This is an optimization exercise on Yosys and OpenROAD, whose aim is small area, not a production implementation. RTL that was checked went through simulation tests only; none was proved equivalent to the original. No functional check of the RTL was part of run 2. The clock port is modelled as an ideal driver; clocking choices that lean on that would not hold on a real chip. No activity file was given, so power comes from the tool's default toggle rates.

## flow/flow/abc_area.script

```
strash
dch -f
&get -n
&dch -f
&nf -R 1000
&put
strash
dch -f
&get -n
&dch -f
&nf -R 1000
&put
topo
```

## flow/standard.sh

```bash
#!/bin/bash
# synth_recipe.tcl (not shown) runs the flow's synth.tcl, then flattens the netlist and writes it again
# the make line also repeats each setting of config.mk as NAME=value (left out here)
make -C /OpenROAD-flow-scripts/flow DESIGN_CONFIG=/design/flow/config.mk WORK_HOME=/design/flow/orfs CLKGATE_MAP_FILE= SYNTH_SCRIPT=/design/flow/synth_recipe.tcl "${@:-finish}"
```

## flow/config.mk

```make
export PLATFORM = sky130hd
export DESIGN_NAME = lab5
export DESIGN_NICKNAME = lab5
export VERILOG_FILES = /design/flow/design.v
export SDC_FILE = /design/flow/constraint.sdc
export NUM_CORES = 4
export LEC_CHECK = 0
export ABC_AREA = 1
export CAP_MARGIN = 20
export CELL_PAD_IN_SITES_DETAIL_PLACEMENT = 1
export CELL_PAD_IN_SITES_GLOBAL_PLACEMENT = 1
export CORE_MARGIN = 2
export CORE_UTILIZATION = 55
export SLEW_MARGIN = 20
```

## flow/constraint.sdc

```tcl
create_clock -name core_clock -period 17.0 [get_ports {clk}]
set_input_delay 3.4000 -clock core_clock [delete_from_list [all_inputs] [get_ports {clk}]]
set_output_delay 3.4000 -clock core_clock [all_outputs]
set_load 0.01 [all_outputs]
```

## flow/flow/fixslew.tcl

```tcl
# Upsize clock buffers whose flip-flop sinks see a clock slew above a limit.
proc fix_clock_slew { limit bigcell } {
  set block [ord::get_db_block]
  set big [[ord::get_db] findMaster $bigcell]
  set changed 0
  foreach inst [$block getInsts] {
    set m [[$inst getMaster] getName]
    if {![string match "*clkbuf*" $m]} { continue }
    set out [$inst findITerm X]
    set net [$out getNet]
    if {$net == "NULL"} { continue }
    set worst 0
    foreach it [$net getITerms] {
      if {[$it isOutputSignal]} { continue }
      set pin [get_pins -of_objects [get_cells [[$it getInst] getName]] -filter "name == [[$it getMTerm] getName]"]
      set s [get_property $pin slew_max]
      if {$s > $worst} { set worst $s }
    }
    if {$worst > $limit} {
      $inst swapMaster $big
      incr changed
    }
  }
  puts "fix_clock_slew: upsized $changed clock buffers"
  return $changed
}
```

## flow/design.v

```verilog
module lab5 (input clk, SWO, input [15:0] IR_in, output logic [3:0] OPCODE, output logic [7:0] PC, alu_out, W_REG);
localparam logic [2:0] IF0 = 3'd0, ID = 3'd1, FD = 3'd2, EX = 3'd3, RWB = 3'd4, IF = 3'd5, ID0 = 3'd6;
logic [2:0] state;
logic [3:0] OP, RA, RB, RD;
logic [7:0] A, B;
logic ph;
logic [7:0] S0 [0:7];
logic [7:0] S1 [0:7];
assign OP = IR_in[15:12];
assign RA = IR_in[11:8];
assign RB = IR_in[7:4];
assign RD = IR_in[3:0];
assign OPCODE = OP;
logic [7:0] ap, aq, asum;
logic [8:0] ac;
logic ge_s;
always_comb begin
  if (state == IF) begin
    ap = PC;
    aq = (OP == 4'd14 && ge_s) ? {4'b0, RD} : 8'd1;
    ac[0] = 1'b0;
  end else begin
    case (OP)
      4'd5:    ap = A & {8{B[0]}};
      4'd7:    ap = 8'h00;
      4'd8:    ap = 8'hFF;
      default: ap = A;
    endcase
    case (OP)
      4'd3:    aq = {4'b0, RB};
      4'd4, 4'd14: aq = ~B;
      4'd5:    aq = (A << 1) & {8{B[1]}};
      default: aq = B;
    endcase
    ac[0] = (OP == 4'd4) || (OP == 4'd7) || (OP == 4'd14);
  end
  for (int i = 0; i < 8; i++) begin
    asum[i] = ap[i] ^ aq[i] ^ ac[i];
    ac[i+1] = (ap[i] & aq[i]) | (ap[i] & ac[i]) | (aq[i] & ac[i]);
  end
end
logic [7:0] mul;
always_comb begin
  logic [7:0] acc, row;
  logic c;
  acc = asum;
  for (int i = 2; i < 8; i++) begin
    row = (A << i) & {8{B[i]}};
    c = 1'b0;
    for (int j = i; j < 8; j++) begin
      logic s;
      s = acc[j] ^ row[j] ^ c;
      c = (acc[j] & row[j]) | (acc[j] & c) | (row[j] & c);
      acc[j] = s;
    end
  end
  mul = acc;
end
logic [7:0] quo;
always_comb begin
  logic [7:0] r, x, d;
  logic [8:0] c;
  logic bnz;
  r = 8'b0;
  for (int k = 7; k >= 1; k--) begin
    x = {r[6:0], A[k]};
    c[0] = 1'b1;
    for (int i = 0; i < 8 - k; i++) begin
      d[i] = ~B[i] ^ c[i];
      c[i+1] = (x[i] & ~B[i]) | (x[i] & c[i]) | (~B[i] & c[i]);
    end
    quo[k] = c[8-k] && ((B >> (8 - k)) == 8'b0);
    r = 8'b0;
    for (int i = 0; i < 8 - k; i++) r[i] = x[i] ^ (d[i] & quo[k]);
  end
  quo[0] = {r[6:0], A[0]} >= B;
  bnz = |B;
  quo = quo & {8{bnz}};
end
always_comb begin
  case (OP)
    4'd1:  alu_out = {RA, RB};
    4'd2, 4'd3, 4'd4, 4'd7, 4'd8: alu_out = asum;
    4'd5:  alu_out = mul;
    4'd6:  alu_out = quo;
    4'd9:  alu_out = ~(ap | aq);
    4'd10: alu_out = ~(ap & aq);
    4'd11: alu_out = ap ^ aq;
    4'd12: alu_out = ~aq;
    default: alu_out = 8'b0;
  endcase
  if (state == IF) alu_out = W_REG;
end
logic wr;
assign wr = (state == EX || state == RWB) && (RD[0] != ph) && !(OP == 4'd13 || OP == 4'd14 || OP == 4'd15);
always_ff @(posedge clk) ge_s <= ac[8];
logic [7:0] pc_next;
assign pc_next = (OP == 4'd13) ? {RA, RB} : asum;
logic clr;
assign clr = (state == IF0) || (state == ID0);
logic [7:0] rda, rdb;
always_comb begin
  rda = (RA[0] ^ ph) ? S1[RA[3:1]] : S0[RA[3:1]];
  rdb = (RB[0] ^ ph) ? S1[RB[3:1]] : S0[RB[3:1]];
end
always_ff @(posedge clk or posedge SWO) begin
  if (SWO) begin
    state <= IF0;
    PC <= 8'b0;
    W_REG <= 8'b0;
    A <= 8'b0;
    B <= 8'b0;
    ph <= 1'b0;
  end else begin
    W_REG <= alu_out;
    A <= clr ? 8'b0 : rda;
    B <= clr ? 8'b0 : rdb;
    ph <= ~ph;
    if (state == IF) PC <= pc_next;
    case (state)
      IF0:     state <= ID0;
      IF:      state <= ID;
      ID, ID0: state <= FD;
      FD:      state <= EX;
      EX:      state <= RWB;
      default: state <= (OP == 4'd0) ? RWB : IF;
    endcase
  end
end
logic [7:0] ld, hold;
always_comb
  for (int m = 0; m < 8; m++) begin
    ld[m] = wr && RD[3:1] == 3'(m);
    hold[m] = !ld[m] && !clr;
  end
always_ff @(posedge clk) begin
  for (int m = 0; m < 8; m++) begin
    S1[m] <= S0[m];
    S0[m] <= (W_REG & {8{ld[m]}}) | (S1[m] & {8{hold[m]}});
  end
end
endmodule
```

## flow/flow/run.sh

```bash
#!/bin/bash
set -euo pipefail
W=$PWD
rm -rf "$W/scripts_area"
cp -r "$FLOW_HOME/scripts" "$W/scripts_area"
cp "$W/flow/abc_area.script" "$W/scripts_area/abc_area.script"
python3 - "$W/scripts_area/cts.tcl" "$W/flow/fixslew.tcl" <<'PYEOF'
import sys
path, fix = sys.argv[1], sys.argv[2]
s = open(path).read()
anchor = "log_cmd clock_tree_synthesis {*}$cts_args\n"
assert s.count(anchor) == 1
s = s.replace(anchor, anchor + "set_propagated_clock [all_clocks]\nestimate_parasitics -placement\nsource {%s}\nfix_clock_slew 0.105 sky130_fd_sc_hd__clkbuf_8\n" % fix)
open(path, "w").write(s)
PYEOF
DONT_USE=$(printf 'include %s\nprint:\n\t@echo $(DONT_USE_CELLS)\n' "$FLOW_HOME/platforms/sky130hd/config.mk" | make -s -f - print)
KNOBS=(SCRIPTS_DIR="$W/scripts_area" ABC_AREA=1
  DONT_USE_CELLS="$DONT_USE sky130_fd_sc_hd__ha_1 sky130_fd_sc_hd__ha_2 sky130_fd_sc_hd__ha_4"
  BUFFER_PORTS_ARGS="-buffer_cell sky130_fd_sc_hd__buf_1"
  CTS_ARGS="-sink_clustering_enable -repair_clock_nets -dont_use_dummy_load -buf_list sky130_fd_sc_hd__clkbuf_4")
bash standard.sh "${KNOBS[@]}" synth > "$W/log_synth.txt" 2>&1
bash standard.sh "${KNOBS[@]}" finish > "$W/log_layout.txt" 2>&1
```

==> results.cfg, run 1 <==
[clock_network]
cts_hold_buf = 0
cts_buffers = 17
clk_pin_slew_ns = 0.09
cts.sinks = 165
cts_tree = built
clock_latency_ns = 0.46

[synthesis]
synth_edf_count = 0
synth_area_per_cell_um2 = 9.63
synth_fp_nets = 883
synth_cells = 847
yosysWarnings = 3
async_flop_share_pct = 21.8
synth-seq-cells = 165
synth_ff_type = dfxtp_1
synth_cell_types = 47
syn_area_um2 = 8160
yosysSeqAreaShare_pct = 42.7

[flow_run]
max-cap-violations = 0

[cells_and_area]
fin_area_um2 = 8930
drive_above_1_share_pct = 5.51
n_antenna_cell = 0
nets = 963
syn_to_final_growth_pct = 9.41
final_common_cell = dfxtp_1
final_cell_mix = 129 x dfxtp_1, 84 x nor2_1, 75 x a22o_1

[worst_setup_path]
worstPathMaxFanout = 12
r2r-start = B[5]$_DFF_PP0_
cp-endpoint = alu_out[7]
crit_required_ns = 13.60
critPathTopFamily = adder cells
setup.worst_path.class = in -> out
startpoint = IR_in[12]
worstPathArrival_ns = 12.48
cpMostUsedCell = fa_1
cp_num_buf_inv = 6
endpoint_kind = output port
ff2ff_path_depth = 60
r2r_end = W_REG[0]$_DFF_PP0_
reg2reg_slack_ns = 4.97
slowest_delay_ns = 0.75
cp-start-kind = input port
crit_slowest_cell = nor2_1
path_depth = 30

[sta]
fin_tns_setup_ns = 0
setup_ws_ns = 1.12
rsz0062_at_grt = no
slew_headroom_pct = 17.6
post-route-period-util_pct = 93.4
drv_slew = 0
post-route-min-period_ns = 15.88
skew_ns = 0.0315
fmax_mhz = 63.0
finalHoldViolCount = 0
setup_viol = 0
tightest_slew_ns = 1.23

[floorplan]
dieHeight_um = 126
die_w_um = 126
rows = 44
die-area_um2 = 15800
start_util_pct = 56.1
io_pins = 46
coreArea_um2 = 14500

[pwr]
intPower_w = 0.000800
seqPwrFrac_pct = 33.5
power_density_nw_per_um2 = 176
p_leak_nw = 3.21
switchingPower_w = 0.000775
pwr-share-clk_pct = 12.4
comb_power_share_pct = 54.1
vdd_drop_max_v = 0.0000903
swShare_pct = 49.2

[grt]
grt_max_degree = 30
antenna_found_initial = 0
grt_use_total_pct = 41.5
gr-total-overflow = 0
grt_pass1_wl_mm = 50.3
grt_pass1_vias = 8836

[route]
routed_wirelength_mm = 33.1
via_count = 8515
dr.pass1.iters = 8
drc_errors = 0
drt_iter0_drc = 1438
wire_per_inst_um = 29.8
ant_nets = 0
avgViaCountPerCell = 7.68

[outcome]
outcome = timing/DRC/antenna clean

[hold_path]
min_path_type = reg -> reg

[placement]
post-place-ws_ns = 1.24
dpl_cell_area_um2 = 8710
io_buffers = 45
gp_congestion = 1.00
hpwl_mm = 22.6
state kept, by name (all words and copies together), names as in the netlist:
signal	count
ge_s	1
S0	64
ph	1
state	3
S1	64
A	8
B	8
PC	8
W_REG	8
layer usage:
layer / GRT usage [%] / vias up / wire length [µm]
met5: 0 / - / 0
met4: 28.9 / 0 / 2460
met3: 9.26 / 239 / 3330
met2: 67.2 / 665 / 15400
met1: 49.2 / 4107 / 11900
li1: - / 3504 / -
final cells by class:
class,instances,area (µm²)
multi-input cells,642,4570
inverters,36,135
repair buffers,65,317
clock buffers,17,190
flip-flops and latches,165,3480
well taps,184,230
fillers,1678,5610
stage by stage:
step           instances  power (W)  hold WS (ns)  utilization (%)
6_report            1109    0.00157         0.348             61.4
5_1_grt             1109    0.00166         0.353             61.4
4_1_cts             1109    0.00153         0.342             61.3
3_5_place_dp        1092    0.00134         0.360             59.9
3_3_place_gp        1091    0.00129         0.358             59.9
2_1_floorplan        847    0.00105         0.349                -
Yosys cell counts (15+ instances only):
cell,number,share of area (%)
o21ai_0,46,2.8
a31o_1,15,1.6
dfxtp_1,129,32
a22o_1,75,8.0
xnor2_1,21,2.3
nor2_1,85,3.9
nor3_1,19,1.2
clkinv_1,36,1.7
a21oi_1,41,2.5
a222oi_1,64,7.9
a221oi_1,37,4.0
a31oi_1,18,1.4
nand2_1,71,3.3
fa_1,18,4.4
dfrtp_1,36,11
worst min path at each step:
stage	slack (ns)	end	from	depth (start not counted)
6_report	0.35	S1[7][4]$_DFF_P_	S0[7][4]$_DFF_P_	0
3_3_place_gp	0.36	S1[6][4]$_DFF_P_	S0[6][4]$_DFF_P_	0
5_1_grt	0.35	S1[7][4]$_DFF_P_	S0[7][4]$_DFF_P_	0
4_1_cts	0.34	S1[6][6]$_DFF_P_	S0[6][6]$_DFF_P_	0
3_5_place_dp	0.36	S1[3][7]$_DFF_P_	S0[3][7]$_DFF_P_	0
2_1_floorplan	0.35	S1[0][0]$_DFF_P_	S0[0][0]$_DFF_P_	0
kinds of logic after synthesis:
family                     after synthesis  share of synthesized area [%]
AOI/OAI and AO/OA                      336                           32.1
xor gates and xnor gates                35                           3.76
adders and majority gates               19                           4.54
buffers and inverters                   40                           2.02
DFF                                    165                           42.7
muxes                                    8                           1.01
and+or+nand+nor                        244                           13.9
worst reg2reg max path, delay by kind of cell (launching register included):
family,cells,cell delay (ns)
adders and majority gates,1,0.38
xor gates and xnor gates,2,0.44
and+or+nand+nor,30,5.13
AOI/OAI and AO/OA,25,5.05
DFF,1,0.58
buffers and inverters,2,0.35
power by group through the flow:
stage / Sequential [W] / Combinational, W / Clock [W]
2_1_floorplan: 0.000499 / 0.000554 / 0
3_5_place_dp: 0.000531 / 0.000810 / 0
6_report: 0.000528 / 0.000852 / 0.000195
4_1_cts: 0.000523 / 0.000817 / 0.000193
3_3_place_gp: 0.000525 / 0.000767 / 0
5_1_grt: 0.000533 / 0.000918 / 0.000207
timing repair:
item,CTS,global route
setup buffers,0,0
resized for setup,0,8
setup endpoints to repair,0,1
==> run 2, diff against run 1 <==
==> flow/design.v (replaced) <==
module lab5 (input clk, SWO, input [15:0] IR_in, output logic [3:0] OPCODE, output logic [7:0] PC, alu_out, W_REG);
localparam IF=3'b000, ID=3'b001, FD=3'b010, EX=3'b011, RWB=3'b100, HLT=3'b101;
logic [2:0] state, next_state;
logic [15:0] IR;
logic reset;
logic [3:0] RA, RB, RD;
logic [7:0] D,A,B,next_PC;
assign IR = IR_in;
assign OPCODE = IR [15:12];
assign RA = IR [11:8];
assign RB = IR [7:4];
assign RD = IR [3:0];
assign reset = SWO;
		always_ff @ (posedge clk or posedge reset) begin
			if (reset) begin
			   state <= 3'b0;
			   PC <= 8'b0;
			   W_REG <= 8'b0;
			end
			else begin
			   state <= next_state;
			   PC <= next_PC;
			   W_REG <= alu_out;
			end
		   end
		always_comb begin
			next_state = state;
			case(state)
			   IF : next_state = ID;
			   ID : next_state = FD;
			   FD : next_state = EX;
			   EX : next_state = RWB;
			   default : next_state = state;
			   endcase
			if (state == RWB && OPCODE == 4'b0000) begin
				next_state = RWB;
				end
			if (state == RWB && OPCODE != 4'b0000)begin
				next_state = IF;
	       		        end
			end
		always_ff @ (posedge reset or posedge clk) begin
			if (reset)
			   next_PC <= 8'b0;
			else if ((state == RWB) && ~((OPCODE == 4'b0000)||(OPCODE == 4'b1101)||(OPCODE == 4'b1110)))
			   next_PC <= PC + 1;
			else if (state == RWB && OPCODE == 4'b0000)
			   next_PC <= PC;
			else if (state == RWB && OPCODE == 4'b1101)
			   next_PC <= {RA,RB};
			else if (state == RWB && OPCODE == 4'b1110) begin
			        if (A>=B)
				next_PC <= PC + RD;
				else 
				next_PC <= PC + 1;
		           end
			end
RegFile R1 (reset, clk, RA, RB, RD, OPCODE, state, W_REG, A, B);
ALU A1 (OPCODE, RA, RB, A, B, alu_out);
endmodule
module RegFile (input reset, clk, input [3:0] RA, RB, RD, OPCODE, input [2:0] current_state, input [7:0] RF_data_in, output logic [7:0] RF_data_out0, RF_data_out1);
localparam One = 8'd1, Zero = 8'd0, one = 1'b1, zero = 1'b0;
logic [7:0] RF [15:0];
parameter IF = 3'b000;
parameter ID = 3'b001;
parameter FD = 3'b010;
parameter EX = 3'b011;
parameter RWB = 3'b100;
parameter HLT = 3'b101;
	always_ff @ (posedge reset or posedge clk) begin
		if (reset) begin
		   RF_data_out0 <= Zero;
		   RF_data_out1 <= Zero;
		   for (int i = 0; i < 16; i = i + 1) RF[i] <= Zero;
		end
		else begin
		   RF_data_out0 <= RF[RA];
		   RF_data_out1 <= RF[RB];
		if ((current_state == RWB) && ~((OPCODE == 4'd13) || (OPCODE == 4'd14) || (OPCODE == 4'd15)))
		   RF[RD] <= RF_data_in;
	end
   end
endmodule
module ALU (input [3:0] OPCODE, RA, RB, input [7:0] A, B, output logic [7:0] alu_out);
always_comb begin
	alu_out = 8'b0;
	case (OPCODE)
	4'b0000 : alu_out = alu_out;  
	4'b0001 : alu_out = {RA,RB};  
	4'b0010 : alu_out = A + B;  
	4'b0011 : alu_out = A + RB;  
	4'b0100 : alu_out = A - B;  
	4'b0101 : alu_out = A*B;  
	4'b0110 : alu_out = (B == 8'd0) ? 8'd0 : A/B;  
	4'b0111 : alu_out = B + 1;  
	4'b1000 : alu_out = B - 1;  
	4'b1001 : alu_out = ~(A | B);  
	4'b1010 : alu_out = ~(A & B);  
	4'b1011 : alu_out = A^B;  
	4'b1100 : alu_out = ~B;  
	default : alu_out = 8'b0;
	endcase
end
endmodule
==> flow/run.sh (new file) <==
#!/bin/bash
# synth_recipe.tcl (not shown) runs the flow's synth.tcl, then flattens the netlist and writes it again
# the make line also repeats each setting of config.mk as NAME=value (left out here)
make -C /OpenROAD-flow-scripts/flow DESIGN_CONFIG=/design/flow/config.mk WORK_HOME=/design/flow/orfs CLKGATE_MAP_FILE= SYNTH_SCRIPT=/design/flow/synth_recipe.tcl finish
==> flow/config.mk (replaced) <==
export PLATFORM = sky130hd
export DESIGN_NAME = lab5
export DESIGN_NICKNAME = lab5
export VERILOG_FILES = /design/flow/design.v
export SDC_FILE = /design/flow/constraint.sdc
export NUM_CORES = 4
export LEC_CHECK = 0
export CAP_MARGIN = 20
export CORE_MARGIN = 2
export CORE_UTILIZATION = 40
export SLEW_MARGIN = 20
removed: flow/flow/run.sh
removed: flow/flow/abc_area.script
removed: flow/flow/fixslew.tcl
removed: flow/standard.sh
==> results.cfg, run 2 <==
[outcome]
outcome = timing/DRC/antenna clean

[grt]
grt_pass1_wl_mm = 69.4
gr-total-overflow = 0
antenna_found_initial = 1
grt_pass1_vias = 11300
grt_use_total_pct = 25.8
grt_max_degree = 73

[synthesis]
synth_area_per_cell_um2 = 9.30
yosysSeqAreaShare_pct = 32.1
synth_ff_type = dfrtp_1
synth_edf_count = 0
async_flop_share_pct = 100
synth-seq-cells = 171
synth_cell_types = 86
ys_top_cells_by_count = 171 x dfrtp_1, 153 x mux2_2, 128 x nor2_1, 96 x ha_1, 90 x nand2_1
synth_top_cell_area_share_pct = 32.1
synth_fp_nets = 1565
syn_area_um2 = 13300
post-synth-top-count-cell = dfrtp_1
yosysWarnings = 4
netlist_top_cells_area = dfrtp_1 32%, mux2_2 13%, ha_1 9.0%
synth_cells = 1435
synth_area_leader_cell = dfrtp_1

[route]
wire_per_inst_um = 23.8
drt_iter0_drc = 1080
ant_nets = 0
dr.pass1.iters = 5
routed_wirelength_mm = 45.1
avgViaCountPerCell = 6.10
drc_errors = 0
via_count = 11600

[worst_setup_path]
setup.worst_path.class = reg -> out
crit_required_ns = 13.60
cp-start-kind = flip-flop
r2r-start = R1.RF_data_out1[6]$_DFF_PP0_
startpoint = R1.RF_data_out1[6]$_DFF_PP0_
slowest_delay_ns = 0.60
endpoint_kind = output port
cpMostUsedCell = o21ai_0
r2r_end = W_REG[0]$_DFF_PP0_
worstPathMaxFanout = 11
cp-endpoint = alu_out[0]
reg2reg_slack_ns = 5.77
worstPathArrival_ns = 12.10
crit_slowest_cell = clkdlybuf4s50_1
ff2ff_path_depth = 49

[cells_and_area]
nets = 1571
fill_cells = 3189
drive_above_1_share_pct = 16.5
final_cell_mix = 171 x dfrtp_1, 153 x mux2_2, 128 x nor2_1
syn_to_final_growth_pct = 10.5
n_antenna_cell = 0
top_register = R1.RF
largest_register_ffs = 128
final_common_cell = dfrtp_1

[clock_network]
clk_pin_slew_ns = 0.07
post-cts-setup-buffer-count = 0
clock_latency_ns = 0.44
clockBufferDepth = 2
root_buffer = clkbuf_16
post_cts_resized = 0
cts_buffers = 17
cts_tree = built
cts-htree-levels = 4
cts_hold_buf = 0
cts.sinks = 171

[sta]
setup_viol = 0
fmax_mhz = 64.5
drv_slew = 0
tightest_slew_ns = 1.17
rsz0062_at_grt = no
slew_headroom_pct = 21.4
fin_tns_setup_ns = 0
hold_slack_ns = 0.376
finalHoldViolCount = 0
skew_ns = 0.0111
post-route-period-util_pct = 91.2
post-route-min-period_ns = 15.50

[placement]
io_buffers = 45
gp_congestion = 0.962
hpwl_mm = 30.8

[floorplan]
start_util_pct = 40.8
die_w_um = 187
dieHeight_um = 187
io_pins = 46
rows = 66
die-area_um2 = 34800
coreArea_um2 = 32700

[pwr]
p_leak_nw = 6.53
power_density_nw_per_um2 = 173
vdd_drop_max_v = 0.0000950

[hold_path]
min_path_type = reg -> reg

[flow_run]
max-cap-violations = 0
## run 2: final cells by class
type	count	area (µm²)	area share [%]
well taps	442	553	3.75
multi-input cells	1119	8500	57.6
clock inverters	14	154	1.04
flip-flops and latches	171	4280	29.0
repair buffers	68	593	4.02
clock buffers	18	429	2.91
inverters	64	245	1.66
## run 2: report_power, final
group,switching (W),internal (W)
logic,0.000749,0.000674
clock network,0.000190,0.000208
registers,0.000181,0.000551
## run 2: worst min-delay path by stage
stage | from | end | slack (ns) | depth (start not counted)
floorplan | next_PC[2]$_DFFE_PP0P_ | PC[2]$_DFF_PP0_ | 0.35 | 0
global placement | next_PC[3]$_DFFE_PP0P_ | PC[3]$_DFF_PP0_ | 0.36 | 0
detailed placement | next_PC[3]$_DFFE_PP0P_ | PC[3]$_DFF_PP0_ | 0.36 | 0
CTS | next_PC[5]$_DFFE_PP0P_ | PC[5]$_DFF_PP0_ | 0.38 | 0
global route | next_PC[6]$_DFFE_PP0P_ | PC[6]$_DFF_PP0_ | 0.39 | 0
finish | next_PC[6]$_DFFE_PP0P_ | PC[6]$_DFF_PP0_ | 0.38 | 0
## run 2: layer usage
metal | wire length, µm | global-route usage (%)
met5 | 12 | 0
met4 | 1810 | 11.2
met3 | 3230 | 4.06
met2 | 20400 | 40.5
met1 | 19700 | 35.3
## run 2: logic make-up (layout without fill, tap and decap cells)
group | count (synthesis) | after routing | share of synthesized area [%]
xor+xnor | 58 | 58 | 3.81
flops | 171 | 171 | 32.1
compound gates | 375 | 375 | 18.8
mux | 189 | 189 | 15.9
fa+ha+maj | 112 | 112 | 11.4
simple gates | 385 | 385 | 13.7
buf+inv | 145 | 164 | 4.30
## run 2: worst max-delay path, delay by kind of cell, from the launching register on
family / cells / cell delay (ns)
adder cells (fa/ha/maj): 7 / 2.05
AO/OA/AOI/OAI: 27 / 5.45
multiplexers: 2 / 0.68
buffers and inverters: 1 / 0.60
flip-flops: 1 / 0.51
AND/OR/NAND/NOR: 11 / 2.39
## run 2: metrics by stage
step	area, µm²	total power [W]	utilization [%]	instances	setup slack [ns]
floorplan	13300	0.00175	-	1435	3.88
global placement	14200	0.00212	43.3	1864	2.37
detailed placement	14200	0.00214	43.3	1864	2.08
CTS	14700	0.00255	45.1	1896	1.52
global route	14800	0.00276	45.1	1896	0.136
finish	14800	0.00255	45.1	1896	1.50

==> static timing again, ports no longer ideal <==
Ports are ideal in the flow. The routed layouts listed here were re-timed in OpenROAD.
Step 1 assumes that a clkbuf_16 drives the clock port and a buf_2 every other input.
Step 2 times the ports against the registers' clock, not the clock port: input delays grow and output delays shrink by t, the midpoint of the rising clock arrivals with the driver on.
Slacks: no drivers / after step 1 / after step 2; pairs: no drivers / after step 1.
| run | t, ns | slack for setup (ns) | hold slack, ns | cell pins on the clock port's net |
|---|---|---|---|---|
| run 1 | 0.490 | 1.115 / 1.078 / 1.086 | 0.348 / 0.348 / 0.348 | 1 |
| run 2 | 0.482 | 1.495 / 1.446 / 1.928 | 0.376 / 0.376 / 0.376 | 1 |
After both steps setup and hold are still met in every run listed. The setup slack of run 1, which loses most, moves by -0.037 ns with the drivers and by -0.029 ns with both steps.
